Background: an optimization exercise with open tools, aiming at small area and few clock cycles per item. Do not read the settings as production practice. At most, simulation tests tie the RTL to the original design; equivalence was not proved.

==> inputs of run H <==
// sorting_network
module sorting_network #(
  parameter int NUMBER_WIDTH   = 16,
  parameter int NUMBERS_AMOUNT = 16
)(
  input                                                 clk_i,
  input                                                 rst_i,
  input  [NUMBERS_AMOUNT * NUMBER_WIDTH - 1 : 0]       data_i,
  input                                                 data_valid_i,
  output                                                ready_o,
  output [NUMBERS_AMOUNT * NUMBER_WIDTH - 1 : 0]       data_o,
  output                                                data_valid_o,
  input                                                 ready_i
);
logic [2:0] valid_d;
logic       adv;
assign adv          = ready_i | ~valid_d[2];
assign ready_o      = adv;
assign data_valid_o = valid_d[2];
always_ff @( posedge clk_i, posedge rst_i )
  if( rst_i )
    valid_d <= '0;
  else if( adv )
    valid_d <= { valid_d[1:0], data_valid_i };
wire s1_0_13, s1_0_13n;
  ...
==> module sn_gt, before the edit <==
module sn_gt (
  input  [15:0] x,
  input  [15:0] y,
  output        gt,
  output        gtn
);
  wire r, t;
  sn_gtree u_t     ( .x( x ), .y( y ), .r( r ) );
  sn_inv   u_sdrv  ( .a( r ), .y( gt ) );
  sn_inv_b u_ndrv1 ( .a( r ), .y( t ) );
  sn_inv_c u_ndrv2 ( .a( t ), .y( gtn ) );
endmodule
==> module sn_gtree, before the edit <==
module sn_gtree (
  input  [15:0] x,
  input  [15:0] y,
  output        r
);
  wire [7:0] g1, ge1;      
  wire [3:0] gn2, gen2;    
  wire [1:0] g3, ge3;      
  genvar i;
  generate
    for( i = 0; i < 8; i++ ) begin : t1
      sn_cmp2 u ( .x1( x[2*i+1] ), .x0( x[2*i] ), .y1( y[2*i+1] ), .y0( y[2*i] ), .g( g1[i] ), .ge( ge1[i] ) );
    end
    for( i = 0; i < 4; i++ ) begin : t2
      sn_a21oi u_g ( .a1( ge1[2*i+1] ), .a2( g1[2*i] ), .b1( g1[2*i+1] ), .y( gn2[i] ) );
      if( i > 0 ) begin : ge
        sn_a21oi u_ge ( .a1( ge1[2*i+1] ), .a2( ge1[2*i] ), .b1( g1[2*i+1] ), .y( gen2[i] ) );
      end
    end
    for( i = 0; i < 2; i++ ) begin : t3
      sn_o21ai u_g ( .a1( gen2[2*i+1] ), .a2( gn2[2*i] ), .b1( gn2[2*i+1] ), .y( g3[i] ) );
      if( i > 0 ) begin : ge
        sn_o21ai u_ge ( .a1( gen2[2*i+1] ), .a2( gen2[2*i] ), .b1( gn2[2*i+1] ), .y( ge3[i] ) );
      end
    end
  endgenerate
  sn_a21oi u_root ( .a1( ge3[1] ), .a2( g3[0] ), .b1( g3[1] ), .y( r ) );
endmodule
==> module sn_cmp2, before the edit <==
module sn_cmp2 ( input x1, input x0, input y1, input y0, output g, output ge );
  wire xn0, lt1, le1;
  sn_inv    u_i  ( .a( x0 ), .y( xn0 ) );
  sn_lt     u_lt ( .a( x1 ), .b( y1 ), .y( lt1 ) );
  sn_le     u_le ( .a( x1 ), .b( y1 ), .y( le1 ) );
  sn_o31ai  u_g  ( .a1( xn0 ), .a2( y0 ), .a3( lt1 ), .b1( le1 ), .y( g ) );
  sn_a31oi  u_ge ( .a1( xn0 ), .a2( y0 ), .a3( le1 ), .b1( lt1 ), .y( ge ) );
endmodule
==> module sn_lt, before the edit <==
module sn_lt ( input a, input b, output y );
  assign y = ~a & b;
endmodule
==> module sn_le, before the edit <==
module sn_le ( input a, input b, output y );
  assign y = ~a | b;
endmodule
==> module sn_o31ai, before the edit <==
module sn_o31ai ( input a1, input a2, input a3, input b1, output y );
  assign y = ~( ( a1 | a2 | a3 ) & b1 );
endmodule
==> module sn_a31oi, before the edit <==
module sn_a31oi ( input a1, input a2, input a3, input b1, output y );
  assign y = ~( ( a1 & a2 & a3 ) | b1 );
endmodule
==> module sn_o21ai, before the edit <==
module sn_o21ai ( input a1, input a2, input b1, output y );
  assign y = ~( ( a1 | a2 ) & b1 );
endmodule
==> module sn_a21oi, before the edit <==
module sn_a21oi ( input a1, input a2, input b1, output y );
  assign y = ~( ( a1 & a2 ) | b1 );
endmodule
==> module sn_inv_b, before the edit <==
module sn_inv_b ( input a, output y );
  assign y = ~a;
endmodule
==> module sn_inv_c, before the edit <==
module sn_inv_c ( input a, output y );
  assign y = ~a;
endmodule
Settings: LEC_CHECK=0, CAP_MARGIN=20, CORE_MARGIN=2, CORE_UTILIZATION=40, PLACE_DENSITY=0.55, SETUP_SLACK_MARGIN=0.1, SLEW_MARGIN=20, SYNTH_HIERARCHICAL=1; clock period 5.0 ns.
standard.sh (not shown) runs the stock make flow with config.mk's settings and CLKGATE_MAP_FILE= SYNTH_SCRIPT=/design/flow/synth_recipe.tcl, a recipe that flattens the netlist after the stock synthesis.
==> flow/flow/run.sh <==
#!/bin/bash
set -euo pipefail
R=orfs/results/$FLOW_PLATFORM/sorting_network/base
bash standard.sh synth > flow_synth.log 2>&1
cp $R/1_2_yosys.v $R/1_2_yosys.orig.v
python3 flow/downsize.py $FLOW_HOME/platforms/$FLOW_PLATFORM/lib/sky130_fd_sc_hd__tt_025C_1v80.lib $R/1_2_yosys.v > flow_downsize.log 2>&1
bash standard.sh "BUFFER_PORTS_ARGS=-buffer_cell sky130_fd_sc_hd__buf_1" finish > flow_finish.log 2>&1
==> flow/flow/downsize.py <==
#!/usr/bin/env python3
# Rewrite a gate-level netlist so that every combinational sky130hd cell uses
# its smallest drive strength (the strongest of those of least area), except cells whose output
# net matches a rule in UP (those get the given drive strength).  Flip-flops
# keep their cell.
# usage: downsize.py LIB NETLIST
import re, sys
lib, net = sys.argv[1], sys.argv[2]
libtxt = open(lib).read()
area = {}
for m in re.finditer(r'cell\s*\(\s*"?(sky130_fd_sc_hd__\w+?)"?\s*\)\s*\{', libtxt):
    a = re.search(r'area\s*:\s*([\d.]+)', libtxt[m.end():m.end() + 20000])
    area[m.group(1)] = float(a.group(1)) if a else 0.0
cells = set(area)
def smallest(base):
    # strongest drive among the sizes of least area (inv_2 has inv_1's area)
    sizes = [(area[c], -int(c.rsplit('_', 1)[1]), c) for c in cells
             if c.rsplit('_', 1)[0] == base and c.rsplit('_', 1)[1].isdigit()]
    return min(sizes)[2].rsplit('_', 1)[1] if sizes else None
keep = re.compile(r'sky130_fd_sc_hd__(s?e?df|dl|conb|tap|fill|decap|clk|lpflow|probe|dly)')
# compare-and-swap select nets: s<layer>_<a>_<b> and s<layer>_<a>_<b>n
UP = [(re.compile(r'^s\d+_\d+_\d+n?$'), '8'),          # select drivers, 32 loads
      (re.compile(r'^u_gt\d+_\d+_\d+\.r$'), '2'),       # comparator root feeding them
      (re.compile(r'^c\d+_\d+_\d+n$'), '2'),              # root of a comparator at a register
      (re.compile(r'^e[01]_\d+_\d+_\d+$'), '8')]          # select+hold enables, 32 loads
txt = open(net).read()
count = {}
inst = re.compile(r'(sky130_fd_sc_hd__[a-z0-9]+(?:_[a-z0-9]+)*?)_(\d+)(\s+\S+\s*\()(.*?\)\s*;)', re.S)
def sub(m):
    base, drive, mid, body = m.group(1), m.group(2), m.group(3), m.group(4)
    name = base + '_' + drive
    if keep.match(name):
        return m.group(0)
    want = smallest(base) or drive
    out = re.search(r'\.(?:X|Y)\(\s*\\?([^\s)]+)\s*\)', body)
    if out:
        for rx, d in UP:
            if rx.match(out.group(1)):
                want = d
    new = base + '_' + want
    if new == name or new not in cells:
        return m.group(0)
    count[(name, new)] = count.get((name, new), 0) + 1
    return new + mid + body
txt = inst.sub(sub, txt)
open(net, 'w').write(txt)
for (a, b), v in sorted(count.items()):
    print('%5d %s -> %s' % (v, a, b))
==> inputs of run F, as changes to run H <==
--- a/flow/design.v
+++ b/flow/design.v
@@ -402,73 +402,46 @@
   output        gtn
 );
-  wire r, t;
-  sn_gtree u_t     ( .x( x ), .y( y ), .r( r ) );
-  sn_inv   u_sdrv  ( .a( r ), .y( gt ) );
-  sn_inv_b u_ndrv1 ( .a( r ), .y( t ) );
-  sn_inv_c u_ndrv2 ( .a( t ), .y( gtn ) );
-endmodule
-module sn_gtree (
-  input  [15:0] x,
-  input  [15:0] y,
-  output        r
-);
-  wire [7:0] g1, ge1;      
-  wire [3:0] gn2, gen2;    
-  wire [1:0] g3, ge3;      
+  wire [7:0] gn1, gen1;    
+  wire [3:0] g2, ge2;      
+  wire [1:0] gn3, gen3;    
   genvar i;
   generate
     for( i = 0; i < 8; i++ ) begin : t1
-      sn_cmp2 u ( .x1( x[2*i+1] ), .x0( x[2*i] ), .y1( y[2*i+1] ), .y0( y[2*i] ), .g( g1[i] ), .ge( ge1[i] ) );
+      sn_cmp2 u ( .x1( x[2*i+1] ), .x0( x[2*i] ), .y1( y[2*i+1] ), .y0( y[2*i] ), .gn( gn1[i] ), .gen( gen1[i] ) );
     end
     for( i = 0; i < 4; i++ ) begin : t2
-      sn_a21oi u_g ( .a1( ge1[2*i+1] ), .a2( g1[2*i] ), .b1( g1[2*i+1] ), .y( gn2[i] ) );
-      if( i > 0 ) begin : ge
-        sn_a21oi u_ge ( .a1( ge1[2*i+1] ), .a2( ge1[2*i] ), .b1( g1[2*i+1] ), .y( gen2[i] ) );
-      end
+      sn_mrgn u ( .gnh( gn1[2*i+1] ), .genh( gen1[2*i+1] ), .gnl( gn1[2*i] ), .genl( gen1[2*i] ),
+                  .g( g2[i] ), .ge( ge2[i] ) );
     end
     for( i = 0; i < 2; i++ ) begin : t3
-      sn_o21ai u_g ( .a1( gen2[2*i+1] ), .a2( gn2[2*i] ), .b1( gn2[2*i+1] ), .y( g3[i] ) );
-      if( i > 0 ) begin : ge
-        sn_o21ai u_ge ( .a1( gen2[2*i+1] ), .a2( gen2[2*i] ), .b1( gn2[2*i+1] ), .y( ge3[i] ) );
-      end
+      sn_mrgp u ( .gh( g2[2*i+1] ), .geh( ge2[2*i+1] ), .gl( g2[2*i] ), .gel( ge2[2*i] ),
+                  .gn( gn3[i] ), .gen( gen3[i] ) );
     end
   endgenerate
-  sn_a21oi u_root ( .a1( ge3[1] ), .a2( g3[0] ), .b1( g3[1] ), .y( r ) );
-endmodule
-module sn_cmp2 ( input x1, input x0, input y1, input y0, output g, output ge );
-  wire xn0, lt1, le1;
-  sn_inv    u_i  ( .a( x0 ), .y( xn0 ) );
-  sn_lt     u_lt ( .a( x1 ), .b( y1 ), .y( lt1 ) );
-  sn_le     u_le ( .a( x1 ), .b( y1 ), .y( le1 ) );
-  sn_o31ai  u_g  ( .a1( xn0 ), .a2( y0 ), .a3( lt1 ), .b1( le1 ), .y( g ) );
-  sn_a31oi  u_ge ( .a1( xn0 ), .a2( y0 ), .a3( le1 ), .b1( lt1 ), .y( ge ) );
-endmodule
-module sn_lt ( input a, input b, output y );
-  assign y = ~a & b;
-endmodule
-module sn_le ( input a, input b, output y );
-  assign y = ~a | b;
-endmodule
-module sn_o31ai ( input a1, input a2, input a3, input b1, output y );
-  assign y = ~( ( a1 | a2 | a3 ) & b1 );
+  sn_rootn u_root ( .gnh( gn3[1] ), .genh( gen3[1] ), .gnl( gn3[0] ), .g( gt ) );
+  sn_inv   u_inv  ( .a( gt ), .y( gtn ) );
 endmodule
-module sn_a31oi ( input a1, input a2, input a3, input b1, output y );
-  assign y = ~( ( a1 & a2 & a3 ) | b1 );
+module sn_cmp2 ( input x1, input x0, input y1, input y0, output gn, output gen );
+  wire g1  = x1 & ~y1;
+  wire ge1 = x1 | ~y1;
+  wire g0  = x0 & ~y0;
+  wire ge0 = x0 | ~y0;
+  assign gn  = ~( g1 | ( ge1 & g0 ) );
+  assign gen = ~( g1 | ( ge1 & ge0 ) );
+endmodule
+module sn_mrgn ( input gnh, input genh, input gnl, input genl, output g, output ge );
+  assign g  = ~( gnh & ( genh | gnl ) );
+  assign ge = ~( gnh & ( genh | genl ) );
+endmodule
+module sn_mrgp ( input gh, input geh, input gl, input gel, output gn, output gen );
+  assign gn  = ~( gh | ( geh & gl ) );
+  assign gen = ~( gh | ( geh & gel ) );
 endmodule
-module sn_o21ai ( input a1, input a2, input b1, output y );
-  assign y = ~( ( a1 | a2 ) & b1 );
-endmodule
-module sn_a21oi ( input a1, input a2, input b1, output y );
-  assign y = ~( ( a1 & a2 ) | b1 );
+module sn_rootn ( input gnh, input genh, input gnl, output g );
+  assign g = ~( gnh & ( genh | gnl ) );
 endmodule
 module sn_inv ( input a, output y );
   assign y = ~a;
 endmodule
-module sn_inv_b ( input a, output y );
-  assign y = ~a;
-endmodule
-module sn_inv_c ( input a, output y );
-  assign y = ~a;
-endmodule
 module sn_seli (
   input         s,
==> flow/run.sh (new file) <==
#!/bin/bash
# synth_recipe.tcl (not shown) runs the flow's synth.tcl, then flattens the netlist and writes it again
# the make line also repeats each setting of config.mk as NAME=value (left out here)
make -C /OpenROAD-flow-scripts/flow DESIGN_CONFIG=/design/flow/config.mk WORK_HOME=/design/flow/orfs CLKGATE_MAP_FILE= SYNTH_SCRIPT=/design/flow/synth_recipe.tcl finish
SETUP_SLACK_MARGIN = not set   (was 0.1)
removed: flow/flow/run.sh
removed: flow/flow/downsize.py
removed: flow/standard.sh
==> notes <==
Run F produced a layout that fails on negative setup slack. Run H finished but failed the layout checks on negative setup slack.
In run H the die area is lower than in run F, by 4.4%.
Final cell count: run F is larger than run H (5.8%).
In run F the global-route usage is lower than in run H, by 0.19 points.
Against run H, the wire length of run F is higher by 2.3%.
Of run F and run H, run H has the higher sequential share of layout area (gap 3.9 points).
Testbench counts of run H, summed over its fixed seeds: cycles 4,012, items 4,000.
Function not checked in run F: the RTL went through the layout flow alone.

==> what the ideal ports hide <==
In the flow no input, the clock included, has a driving cell. The finished layouts below were timed again as built, in two steps. Step 1: set_driving_cell puts a clkbuf_16 on clk_i and a buf_2 on each other input, an assumption about the parent block. Step 2 moves the port delays by t, midway between the first and last clock arrival at a register: inputs arrive t later, outputs are due t later. That takes back most of the time a late clock gives input paths. a / b / c = no drivers / after step 1 / after step 2; a / b = the first two.
run | t (ns) | setup slack, ns | clock arrival spread, ns | worst register clock-pin slew, ns
run H | 0.774 | -0.193 / -0.277 / -0.079 | 0.039 / 0.039 | 0.07 / 0.07
run F | 0.782 | -0.217 / -0.304 / -0.540 | 0.038 / 0.037 | 0.07 / 0.07
The setup slack of run F, which loses most, moves by -0.087 ns with the drivers and by -0.323 ns with both steps.
